Source: an optimization exercise on an open RTL-to-GDS flow (aim: small area, a short achievable clock period and few clock cycles). Production flows keep margins and buffers that such runs may drop.
Only simulation tests tie the RTL to the original design; equivalence was not proved.
Power and IR drop assume default switching activity.

==> flow/design.v (excerpt) <==
module Data_selector(
	input clk,
	input rst,
	input data_collect_finish,
	input [7:0] data_in,
	output reg [7:0] data_out,
	output reg [13:0] read_select,
	output reg [13:0] write_out_se,
	output reg data_process_finish,
	output reg wr_enable
    );
Size in the first run: ~260 flip-flops, ~49 I/O pins, about 9600 um^2 of cells after synthesis.
export LEC_CHECK = 0
export ABC_CLOCK_PERIOD_IN_PS = 1800
export CAP_MARGIN = 20
export CORE_MARGIN = 2
export CORE_UTILIZATION = 40
export SETUP_SLACK_MARGIN = 3.2
export SLEW_MARGIN = 20
create_clock -name core_clock -period 5.5 [get_ports {clk}]
standard.sh (not shown) runs the stock make flow with config.mk's settings and CLKGATE_MAP_FILE= SYNTH_SCRIPT=/design/flow/synth_recipe.tcl, a recipe that flattens the netlist after the stock synthesis.
==> flow/flow/run.sh <==
#!/bin/bash
# Standard ORFS layout (the standard.sh), with two changes:
#  - port buffers are the smallest buffer (buf_1) instead of clkdlybuf4s50_1;
#  - clock tree built from clkbuf_8 in clusters of up to 20 sinks, without dummy loads.
set -euo pipefail
bash standard.sh \
  "BUFFER_PORTS_ARGS=-buffer_cell sky130_fd_sc_hd__buf_1" \
  "CTS_ARGS=-sink_clustering_enable -repair_clock_nets -dont_use_dummy_load -buf_list sky130_fd_sc_hd__clkbuf_8 -sink_clustering_size 20 -sink_clustering_max_diameter 60" \
  finish > standard_flow.log 2>&1
Testbench counts at the start, summed over its fixed seeds: cycles 302,736.
Next try:
==> flow/run.sh (new file) <==
#!/bin/bash
# synth_recipe.tcl (not shown) runs the flow's synth.tcl, then flattens the netlist and writes it again
# the make line also repeats each setting of config.mk as NAME=value (left out here)
make -C /OpenROAD-flow-scripts/flow DESIGN_CONFIG=/design/flow/config.mk WORK_HOME=/design/flow/orfs CLKGATE_MAP_FILE= SYNTH_SCRIPT=/design/flow/synth_recipe.tcl finish
--- a/flow/config.mk
+++ b/flow/config.mk
@@ -7,3 +7,2 @@
 export LEC_CHECK = 0
-export ABC_CLOCK_PERIOD_IN_PS = 1800
 export CAP_MARGIN = 20
removed: flow/flow/run.sh
removed: flow/standard.sh
- The new run passed the timing, DRC and antenna checks
- die area stays the same
- fmax climbs by about 2%
- sequential cell count stays the same
- count of clock-buffer cells in the layout climbs by 5
- clock skew drops by 0.079 ns
- utilization climbs by 4.0 points
- cell area climbs by about 8%
- cell count climbs by 2.5%
- sequential share of layout area drops by 3.8 points
- first-iteration DRC count drops by about 30%
- via count climbs by about 3.4%
Next try:
--- a/flow/config.mk
+++ b/flow/config.mk
@@ -10,3 +10,3 @@
 export CORE_UTILIZATION = 40
-export SETUP_SLACK_MARGIN = 3.2
+export SETUP_SLACK_MARGIN = 3.5
 export SLEW_MARGIN = 20
The changed run went through all stages and came out clean.
Non-clock buffer count rises by 31.
Maximum frequency rises by about 0.7%.
Area after synthesis does not change.
Hold slack improved by 0.0046 ns.
Cell area rises by about 6%.
Routed wire length rises by about 3.3%.
Utilization rises by 3.2 points.
Global-route usage rises by 0.41 points.
Sequential share of layout area falls by 2.5 points.

---

Data_selector, a different RTL version from the one above (not shown whole).
Size: about 240 flip-flops, ~8400 um^2 of cells after synthesis.
Settings: LEC_CHECK=0, ABC_AREA=1, CAP_MARGIN=20, CORE_MARGIN=2, CORE_UTILIZATION=55, PLACE_DENSITY=0.8, SETUP_SLACK_MARGIN=3.3, SLEW_MARGIN=20; clock period 5.5 ns.
==> flow/flow/run.sh <==
#!/bin/bash
# Standard ORFS layout (the standard.sh), with two changes:
#  - port buffers are the smallest buffer (buf_1) instead of clkdlybuf4s50_1;
#  - clock tree built from clkbuf_16 in clusters of up to 30 sinks, without dummy loads.
set -euo pipefail
bash standard.sh \
  "BUFFER_PORTS_ARGS=-buffer_cell sky130_fd_sc_hd__buf_1" \
  "CTS_ARGS=-sink_clustering_enable -repair_clock_nets -dont_use_dummy_load -buf_list sky130_fd_sc_hd__clkbuf_16 -sink_clustering_size 30 -sink_clustering_max_diameter 100" \
  finish > standard_flow.log 2>&1
The baseline passed the timing, DRC and antenna checks.
Testbench counts at the start, summed over its fixed seeds: cycles 302,760.
==> next run, changes <==
==> flow/flow/run.sh (replaced) <==
#!/bin/bash
# Standard ORFS layout (the standard.sh), with two changes:
#  - port buffers are the smallest buffer (buf_1) instead of clkdlybuf4s50_1;
#  - clock tree built from clkbuf_8 in clusters of up to 16 sinks, without dummy loads.
set -euo pipefail
bash standard.sh \
  "BUFFER_PORTS_ARGS=-buffer_cell sky130_fd_sc_hd__buf_1" \
  "CTS_ARGS=-sink_clustering_enable -repair_clock_nets -dont_use_dummy_load -buf_list sky130_fd_sc_hd__clkbuf_8 -sink_clustering_size 16 -sink_clustering_max_diameter 50" \
  finish > standard_flow.log 2>&1
- PLACE_DENSITY: 0.8 -> not set
Effect: The changed run ran to the end with no violations. Power rose by 2.4%. Routed wire length stays flat. Hold slack degrades by 0.012 ns. Utilization rose by 1.1 points. Final area rose by about 1.8%. Register-to-register slack improves by 0.07 ns. Via count fell by 0.33%. Final cell count rose by 2.1%. Sequential power stays flat. Sequential share of layout area fell by 0.98 points.
==> next run, changes <==
==> flow/flow/run.sh (replaced) <==
#!/bin/bash
# Standard ORFS layout (the standard.sh), with two changes:
#  - port buffers are the smallest buffer (buf_1) instead of clkdlybuf4s50_1;
#  - clock tree built from clkbuf_16 in clusters of up to 30 sinks, without dummy loads.
set -euo pipefail
bash standard.sh \
  "BUFFER_PORTS_ARGS=-buffer_cell sky130_fd_sc_hd__buf_1" \
  "CTS_ARGS=-sink_clustering_enable -repair_clock_nets -dont_use_dummy_load -buf_list sky130_fd_sc_hd__clkbuf_16 -sink_clustering_size 30 -sink_clustering_max_diameter 100" \
  finish > standard_flow.log 2>&1
- CORE_UTILIZATION: 55 -> 45
The new run produced a clean layout.
Maximum frequency rose by 1.5%.
Sequential power barely changes.
Final cell count climbs by 2.4%.
Die area went up by 21%.
==> next run, changes <==
- CORE_UTILIZATION: 45 -> 55
- SETUP_SLACK_MARGIN: 3.3 -> 3.35
The new run produced a clean layout.
Combinational power rises by 9.3%.
Routed wire length rises by 4.9%.
Power rises by 3.8%.
Sequential share of layout area falls by 0.17 points.
Sequential cell count does not change.

[port drivers added, routing unchanged]
The results above use ideal ports. As a check the final layouts listed here were re-extracted and re-timed, cells and wires unchanged. Step 1 assumes that a clkbuf_16 drives the clock port and a buf_2 every other input. Step 2 times the ports against the registers' clock, not the clock port: input delays grow and output delays shrink by t, the midpoint of the rising clock arrivals with the driver on. Three values: ideal ports, drivers, drivers and shift; two values: the first two.
run	shift t [ns]	setup slack, ns	clock arrival spread, ns	worst register clock-pin slew, ns
the first run of note 1	0.551	3.151 / 3.121 / 2.676	0.090 / 0.091	0.11 / 0.11
the second run of note 1	0.572	3.195 / 3.148 / 2.682	0.012 / 0.012	0.07 / 0.07
the third run of note 1	0.563	3.210 / 3.163 / 2.759	0.011 / 0.010	0.07 / 0.07
the first run of note 2	0.488	3.312 / 3.298 / 3.009	0.014 / 0.015	0.11 / 0.11
the second run of note 2	0.549	3.329 / 3.293 / 2.959	0.058 / 0.058	0.09 / 0.09
the third run of note 2	0.486	3.360 / 3.320 / 2.998	0.061 / 0.060	0.11 / 0.11
the fourth run of note 2	0.489	3.365 / 3.327 / 2.922	0.033 / 0.033	0.11 / 0.11
After both steps every run listed still meets setup and hold. The setup slack of the second run of note 1, which loses most, moves by -0.047 ns with the drivers and by -0.513 ns with both steps.
